Source: an optimization exercise on an open RTL-to-GDS flow (aim: small area and a short achievable clock period). Production flows keep margins and buffers that such runs may drop. In this exercise RTL edits were held to simulation tests only and were not proved equivalent to the original.

<file path="design/flow/design.v">
module Decoder (
input  wire [1:0] IN ,
output reg  [3:0] OUT
);
always @(*)
  begin
  OUT = 4'b0000 ;
    case (IN)
     2'b00 : OUT = 4'b0001 ;
     2'b01 : OUT = 4'b0010 ;          
     2'b10 : OUT = 4'b0100 ;     
     2'b11 : OUT = 4'b1000 ;     
   endcase
 end 
 endmodule
module ARITHMETIC_UNIT  
#( parameter  IN_DATA_WIDTH =16 , OUT_DATA_WIDTH =32  )
(
input  wire  signed [IN_DATA_WIDTH-1:0]   A   ,
input  wire  signed [IN_DATA_WIDTH-1:0]   B   ,
input  wire         [1:0]      		      ALU_FUNC ,
input  wire                       		  CLK ,
input  wire                      		  RST ,
input  wire                       		  Arith_enable ,
output reg          [OUT_DATA_WIDTH-1:0]  Arith_OUT,
output reg                        		  Arith_Flag
);
reg  [OUT_DATA_WIDTH-1:0]  Arith_OUT_comb  ;
reg                        Arith_Flag_comb ;
   always @ (posedge CLK or negedge RST)
 begin 
   if (!RST)
     begin
      Arith_OUT  <= 'b0 ;
      Arith_Flag <= 'b0 ;		  
	 end
   else
     begin   
      Arith_OUT  <= Arith_OUT_comb ;
      Arith_Flag <= Arith_Flag_comb ;
	 end
 end
always @(*) begin
     Arith_OUT_comb = 1'b0 ;
    Arith_Flag_comb = 1'b0 ;
if(Arith_enable)
      case (ALU_FUNC)
      2'b00 : begin
              Arith_OUT_comb = A + B ;
              Arith_Flag_comb = 1'b1 ;              
		      end
      2'b01 : begin
              Arith_OUT_comb = A - B ;
              Arith_Flag_comb = 1'b1 ;           
		      end
      2'b10 : begin
              Arith_OUT_comb = A * B ;
              Arith_Flag_comb = 1'b1 ;           
		      end
      2'b11 : begin
            if (B != 0) Arith_OUT_comb = A / B ;
              Arith_Flag_comb = 1'b1 ;           
		      end
      endcase
    else 
    begin
Arith_OUT_comb = 'b0 ; 
Arith_Flag_comb = 1'b0 ;
    end
end
endmodule
module LOGIC_UNIT 
#( parameter IN_DATA_WIDTH = 16 , OUT_DATA_WIDTH = 16 )
 (
  input  wire [IN_DATA_WIDTH-1:0]  A   ,
input  wire [IN_DATA_WIDTH-1:0]  B   ,
input  wire [1:0]                ALU_FUNC ,
input  wire                      CLK ,
input  wire                      RST ,
input  wire                      Logic_enable ,
output reg [OUT_DATA_WIDTH-1:0]  Logic_OUT,
output reg                       Logic_Flag
);
reg [OUT_DATA_WIDTH-1:0]  Logic_OUT_comb  ;
reg                       Logic_Flag_comb ;
always @ (posedge CLK or negedge RST)
 begin 
   if (!RST)
     begin
      Logic_OUT  <= 'b0 ;
      Logic_Flag <= 'b0 ;	
	 end
   else
     begin   
      Logic_OUT  <= Logic_OUT_comb ;
      Logic_Flag <= Logic_Flag_comb ;
	 end
 end	 
 always @ (*)
 begin 
    Logic_OUT_comb = 1'b0 ;
    Logic_Flag_comb = 1'b0 ;
	if(Logic_enable)
      case (ALU_FUNC)
      2'b00 : begin
              Logic_OUT_comb = A & B ;
              Logic_Flag_comb = 1'b1 ;              
		      end
      2'b01 : begin
              Logic_OUT_comb = A | B ;
              Logic_Flag_comb = 1'b1 ;           
		      end
      2'b10 : begin
              Logic_OUT_comb = ~(A & B) ;
              Logic_Flag_comb = 1'b1 ;           
		      end
      2'b11 : begin
              Logic_OUT_comb = ~(A | B) ;
              Logic_Flag_comb = 1'b1 ;           
		      end
      endcase
	else
	 begin
      Logic_OUT_comb = 1'b0 ;
      Logic_Flag_comb = 1'b0 ;
     end
 end
endmodule
module SHIFT_UNIT 
#( parameter IN_DATA_WIDTH = 16 , OUT_DATA_WIDTH = 17)
(
input  wire [IN_DATA_WIDTH-1:0]  A   ,
input  wire [IN_DATA_WIDTH-1:0]  B   ,
input  wire [1:0]                ALU_FUNC ,
input  wire                      CLK ,
input  wire                      RST ,
input  wire                      Shift_enable ,
output reg  [OUT_DATA_WIDTH-1:0] Shift_OUT,
output reg                       Shift_Flag
);
reg [OUT_DATA_WIDTH-1:0]  Shift_OUT_comb  ;
reg                       Shift_Flag_comb ;
always @ (posedge CLK or negedge RST)
 begin 
   if (!RST)
     begin
      Shift_OUT  <= 'b0 ;
      Shift_Flag <= 'b0 ;	
	 end
   else
     begin   
      Shift_OUT  <= Shift_OUT_comb ;
      Shift_Flag <= Shift_Flag_comb ;
	 end
 end	
always @ (*)
 begin 
    Shift_OUT_comb = 1'b0 ;
    Shift_Flag_comb = 1'b0 ;
	if(Shift_enable)
      case (ALU_FUNC)
      2'b00 : begin
              Shift_OUT_comb = A >> 1  ;
              Shift_Flag_comb = 1'b1 ;              
		      end
      2'b01 : begin
              Shift_OUT_comb = A << 1 ;
              Shift_Flag_comb = 1'b1 ;           
		      end
      2'b10 : begin
              Shift_OUT_comb = B >> 1 ;
              Shift_Flag_comb = 1'b1 ;           
		      end
      2'b11 : begin
              Shift_OUT_comb = B << 1 ;
              Shift_Flag_comb = 1'b1 ;           
		      end
      endcase
	else
	 begin
      Shift_OUT_comb = 'b0 ;
      Shift_Flag_comb = 1'b0 ;
     end
 end
 endmodule
module CMP_UNIT 
#(parameter IN_DATA_WIDTH = 16 , OUT_DATA_WIDTH = 2)
(
input  wire [IN_DATA_WIDTH-1:0]   A   ,
input  wire [IN_DATA_WIDTH-1:0]   B   ,
input  wire [1:0]                 ALU_FUNC ,
input  wire                       CLK ,
input  wire                       RST ,
input  wire                       CMP_enable ,
output reg  [OUT_DATA_WIDTH-1:0]  CMP_OUT ,
output reg                        CMP_Flag
);
reg [OUT_DATA_WIDTH-1:0]  CMP_OUT_comb  ;
reg                       CMP_Flag_comb ;
always @ (posedge CLK or negedge RST)
 begin 
   if (!RST)
     begin
      CMP_OUT  <= 'b0 ;
      CMP_Flag <= 'b0 ;	
	 end
   else
     begin   
      CMP_OUT  <= CMP_OUT_comb ;
      CMP_Flag <= CMP_Flag_comb ;
	 end
 end	
 always @(*) begin
    CMP_OUT_comb = 1'b0 ;
    CMP_Flag_comb = 1'b0 ;
    if(CMP_enable)
      case (ALU_FUNC)
      2'b00 : begin
              CMP_OUT_comb = 'b0  ;
              CMP_Flag_comb = 1'b1 ;              
		      end
      2'b01 : begin
              CMP_Flag_comb = 1'b1 ;  
              if (A==B)
                CMP_OUT_comb = 'b1;
              else
                CMP_OUT_comb = 'b0;			  
		      end
      2'b10 : begin
              CMP_Flag_comb = 1'b1 ;  
              if (A>B)
                CMP_OUT_comb = 'b10;
              else
                CMP_OUT_comb = 'b0;			  
		      end
      2'b11 : begin
              CMP_Flag_comb = 1'b1 ; 
              if (A<B)
                CMP_OUT_comb = 'b11;
              else
                CMP_OUT_comb = 'b0;			  
		      end
      endcase
	else
	 begin
      CMP_OUT_comb = 'b0 ;
      CMP_Flag_comb = 1'b0 ;
     end
 end
endmodule
module ALU_TOP
#( parameter OP_DATA_WIDTH = 16 ,
             Arith_OUT_WIDTH = OP_DATA_WIDTH + OP_DATA_WIDTH ,
             Logic_OUT_WIDTH = OP_DATA_WIDTH ,
             Shift_OUT_WIDTH = OP_DATA_WIDTH + 1 ,
             CMP_OUT_WIDTH = 2 
)
 (
    input  wire [OP_DATA_WIDTH-1:0]    A   ,
input  wire [OP_DATA_WIDTH-1:0]    B   ,
input  wire [3:0]                  ALU_FUNC ,
input  wire                        CLK ,
input  wire                        RST ,
output wire [Arith_OUT_WIDTH-1:0]  Arith_OUT,
output wire                        Arith_Flag,
output wire [Logic_OUT_WIDTH-1:0]  Logic_OUT,
output wire                        Logic_Flag,
output wire [Shift_OUT_WIDTH-1:0]  Shift_OUT,
output wire                        Shift_Flag,
output wire [CMP_OUT_WIDTH-1:0]    CMP_OUT,
output wire                        CMP_Flag
);
wire                  CMP_enable ;
wire                  Shift_enable ;
wire                  Logic_enable ;
wire                  Arith_enable ;
Decoder U0 (
.IN(ALU_FUNC[3:2]), 
.OUT({Shift_enable,CMP_enable,Logic_enable,Arith_enable})
);
ARITHMETIC_UNIT # ( .IN_DATA_WIDTH(OP_DATA_WIDTH), .OUT_DATA_WIDTH(Arith_OUT_WIDTH)) U0_ARITHMETIC_UNIT (
.A(A),
.B(B),
.ALU_FUNC(ALU_FUNC[1:0]),
.CLK(CLK),
.RST(RST),
.Arith_enable(Arith_enable),
.Arith_OUT(Arith_OUT),
.Arith_Flag(Arith_Flag)
);
LOGIC_UNIT # ( .IN_DATA_WIDTH(OP_DATA_WIDTH), .OUT_DATA_WIDTH(Logic_OUT_WIDTH)) U0_LOGIC_UNIT (
.A(A),
.B(B),
.ALU_FUNC(ALU_FUNC[1:0]),
.CLK(CLK),
.RST(RST),
.Logic_enable(Logic_enable),
.Logic_OUT(Logic_OUT),
.Logic_Flag(Logic_Flag)
);
SHIFT_UNIT # ( .IN_DATA_WIDTH(OP_DATA_WIDTH), .OUT_DATA_WIDTH(Shift_OUT_WIDTH)) U0_SHIFT_UNIT (
.A(A),
.B(B),
.ALU_FUNC(ALU_FUNC[1:0]),
.CLK(CLK),
.RST(RST),
.Shift_enable(Shift_enable),
.Shift_OUT(Shift_OUT),
.Shift_Flag(Shift_Flag)
);
CMP_UNIT # ( .IN_DATA_WIDTH(OP_DATA_WIDTH), .OUT_DATA_WIDTH(CMP_OUT_WIDTH)) U0_CMP_UNIT (
.A(A),
.B(B),
.ALU_FUNC(ALU_FUNC[1:0]),
.CLK(CLK),
.RST(RST),
.CMP_enable(CMP_enable),
.CMP_OUT(CMP_OUT),
.CMP_Flag(CMP_Flag)
);
endmodule
</file>
<file path="design/flow/run.sh">
#!/bin/bash
# synth_recipe.tcl (not shown) runs the flow's synth.tcl, then flattens the netlist and writes it again
# the make line also repeats each setting of config.mk as NAME=value (left out here)
make -C /OpenROAD-flow-scripts/flow DESIGN_CONFIG=/design/flow/config.mk WORK_HOME=/design/flow/orfs CLKGATE_MAP_FILE= SYNTH_SCRIPT=/design/flow/synth_recipe.tcl finish
</file>
<file path="design/flow/config.mk">
export PLATFORM = sky130hd
export DESIGN_NAME = ALU_TOP
export DESIGN_NICKNAME = ALU_TOP
export VERILOG_FILES = /design/flow/design.v
export SDC_FILE = /design/flow/constraint.sdc
export NUM_CORES = 4
export LEC_CHECK = 0
export CAP_MARGIN = 20
export CORE_MARGIN = 2
export CORE_UTILIZATION = 40
export SLEW_MARGIN = 20
</file>
<file path="design/flow/constraint.sdc">
create_clock -name core_clock -period 90.0 [get_ports {CLK}]
set_input_delay 18.0000 -clock core_clock [delete_from_list [all_inputs] [get_ports {CLK}]]
set_output_delay 18.0000 -clock core_clock [all_outputs]
set_load 0.01 [all_outputs]
</file>
==> results.toml <==
[floorplan]
start_util = 0.4039
rows = 121
core_area_sq_mm = 0.1092
io_pins = 109
die_x_microns = 336
dieHeight_microns = 336
dieArea_sq_mm = 0.1129

[synthesis]
async_reset_ff_frac = 1.000
yosys.area_share.adder = 0.3077
synth_top_area_cell = "ha_1"
synth_area_leaders = "ha_1 19%, fa_1 12%, xnor2_1 6.2%"
synthesis.area_sq_mm = 0.04409
synth_top_flop_cell = "dfrtp_1"
synth_mux_area_frac = 0.02744
synth_compound_area_frac = 0.2664
synth_cell_types = 116
yosysTopAreaCellShare = 0.1879
synth-seq-cells = 71
synthCells = 5950
yosysWarnings = 5
synth_area_per_cell_sq_um = 7.410
synthXorXnorAreaFrac = 0.09039
synth_sequential_area_ratio = 0.04030
synth_top_family_by_area = "adder cells"
synth_edf_count = 0
synth_simple_gate_area_frac = 0.2066

[timing]
fmax_mhz = 11.53
setup_viol_count_final = 0
period_needed_ps = 86770
hold_viol = 0
post-route-period-util = 0.9641
slew_violations = 0
slew_headroom = 0.2359
max_slew.worst_pin.slew_ps = 1138

[routing]
via_count = 46990
drt_first_pass_iters = 6
avgRoutedWirePerCell_microns = 23.29
drtIter0Drc = 4703
drcViolationCount = 0
viasPerCell = 5.996
finalWirelength_microns = 182500
ant_nets = 0

[grt]
grt_max_degree = 57
antenna_found_initial = 1
grt_overflow = 0
grt_pass1_vias = 44700
grt_util_all_layers = 0.3151
grt_pass1_wl_microns = 274900

[clock_tree]
cts_sinks = 71
root_buffer = "clkbuf_16"
clkTransAtPathRegs_ps = 70
tritoncts = "done"
cts_inserted_buffers = 9
cts_buffer_depth = 2
cts_max_level = 3

[cells_and_area]
synthToLayoutAreaGrowth_pct = 15.67
fill_cells = 11140
drive_above_1_share = 0.1162
diodes = 0
multi_input_area_sq_mm = 0.04138
fin_util = 0.4672
final_nets = 7320
seq_area_sq_mm = 0.001777

[worst_setup_path]
critPathCaptureType = "register"
cp_max_fo = 24
crit_arrival_ps = 87030
crit_buf_inv = 38
max_stage_delay_ps = 660
cpMostUsedCell = "ha_1"
worstSetupStartpointType = "primary input"
critPathTopFamily = "compound AO/OA/AOI/OAI gates"
cp.required_ps = 90260
cpMaxStageDelayCell = "or4b_2"
crit_type = "primary input to register"

[place]
portBuffers = 108
gp_congestion = 1.002
post-dp-hpwl_microns = 146500

[min_path]
hold_class = "primary input to asynchronous set/reset pin"

[status]
status = "complete, no violations"

[flow_run]
max_cap_violations = 0
[path summary, 6_finish.rpt]
kind	start	to	slack [ps]	depth (start not counted)
setup / recovery	B[1]	U0_ARITHMETIC_UNIT.Arith_OUT[6]	3230	307
hold / removal	RST	U0_ARITHMETIC_UNIT.Arith_OUT[25]	17580	1
max in group asynchronous	RST	U0_SHIFT_UNIT.Shift_OUT[12]	71360	2
min in group core_clock	ALU_FUNC[1]	U0_SHIFT_UNIT.Shift_OUT[16]	18110	3
[metrics by stage]
stage | hold WS (ps) | cells | instance area, sq um | setup WS, ps | setup TNS [ps]
after floorplan | 17700 | 6100 | 44690 | 67.98 | 0
after global placement | 17980 | 7788 | 49370 | -1812 | -30800
after detailed placement | 17980 | 7788 | 49370 | -2375 | -52640
after CTS | 17580 | 7809 | 49830 | 5.265 | 0
after global routing | 17590 | 7837 | 51000 | -530.6 | -9882
final | 17580 | 7837 | 51000 | 3233 | 0
[cell type report]
type                            count  area share
Sequential cell                    71     0.03484
Timing Repair Buffer              462     0.07527
Inverter                          488     0.03599
Tap cell                         1476     0.03621
Clock inverter                      4    0.001006
Clock buffer                       12    0.005226
Multi-Input combinational cell   5324      0.8115
[cell usage after synthesis (34+ instances only)]
cell type	n
o21bai_1	50
nand4_1	54
and2_1	50
nand3_1	127
inv_1	473
o21ai_0	276
nor2b_1	71
a31oi_1	76
fa_1	264
a211oi_1	60
nand2b_1	45
nor3_1	141
xnor2_1	310
o21a_1	133
buf_1	37
mux2i_1	38
xor2_1	145
clkbuf_1	161
a21oi_1	464
or2_2	37
ha_1	662
mux2_2	43
a21o_1	174
o211ai_1	62
dfrtp_1	71
and3_1	56
nor2_1	605
o22ai_1	34
or3_1	71
o31ai_1	50
nand2_1	577
[what timing repair did]
item                                    CTS  global route
gates cloned                              0             1
setup buffers                             5            27
hold buffers                              0             0
pin swaps                                 2            27
endpoints found under the setup margin   32            32
resized for setup                        28           193
[kinds of logic after synthesis]
group                      count (synthesis)
AOI/OAI and AO/OA                       1748
xor gates and xnor gates                 455
adders and majority gates                926
buffers and inverters                    706
DFF                                       71
muxes                                     97
other                                      2
and+or+nand+nor                         1945
[layout by cell type, fill, tap and decap left out, types with 68 or more instances in the layout]
master	n
clkdlybuf4s50_1	101
xnor2_1	299
nand2_1	571
nor2b_1	71
nor3_1	133
fa_1	264
ha_1	658
inv_1	470
buf_4	338
a21o_1	174
o21ai_0	262
a31oi_1	68
o21a_1	129
dfrtp_1	71
a21oi_1	441
xor2_1	145
nor2_1	590
or3_1	71
conb_1	152
nand3_1	123
[sequential cells by signal, summed over array words and instances (netlist names)]
register	cells
U0_ARITHMETIC_UNIT.Arith_Flag	1
U0_ARITHMETIC_UNIT.Arith_OUT	32
U0_CMP_UNIT.CMP_Flag	1
U0_CMP_UNIT.CMP_OUT	2
U0_LOGIC_UNIT.Logic_Flag	1
U0_LOGIC_UNIT.Logic_OUT	16
U0_SHIFT_UNIT.Shift_Flag	1
U0_SHIFT_UNIT.Shift_OUT	17
[layer usage]
layer / vias to the layer above / track usage / share of wire
met2: 1953 / 0.5064 / 0.44
met5: - / 0 / 0
met4: 0 / 0.1071 / 0.041
met3: 339 / 0.03039 / 0.075
met1: 22660 / 0.4400 / 0.44
li1: 22040 / - / -

==> port drivers added, routing unchanged <==
Ports are ideal in the flow. The routed layout listed here was re-timed in OpenROAD. Step 1, drivers: a clkbuf_16 drives CLK and a buf_2 each remaining input, both assumed. Step 2 also shifts input and output timing later by t, the mid clock arrival at the registers, as if the neighbouring blocks saw the same clock. Three values: no drivers, after step 1, after step 2; two values: the first two.
shift t [ns]: 0.430
setup WS [ns]: 3.233 / 3.259 / 2.829
worst setup path at the end: input to register
worst slew at a driven data input, ns: 0.07
cell pins on the clock port's net: 1
After both steps setup and hold are still met in this run. For this run, drivers alone change the setup slack by +0.026 ns; drivers and shift together by -0.404 ns.
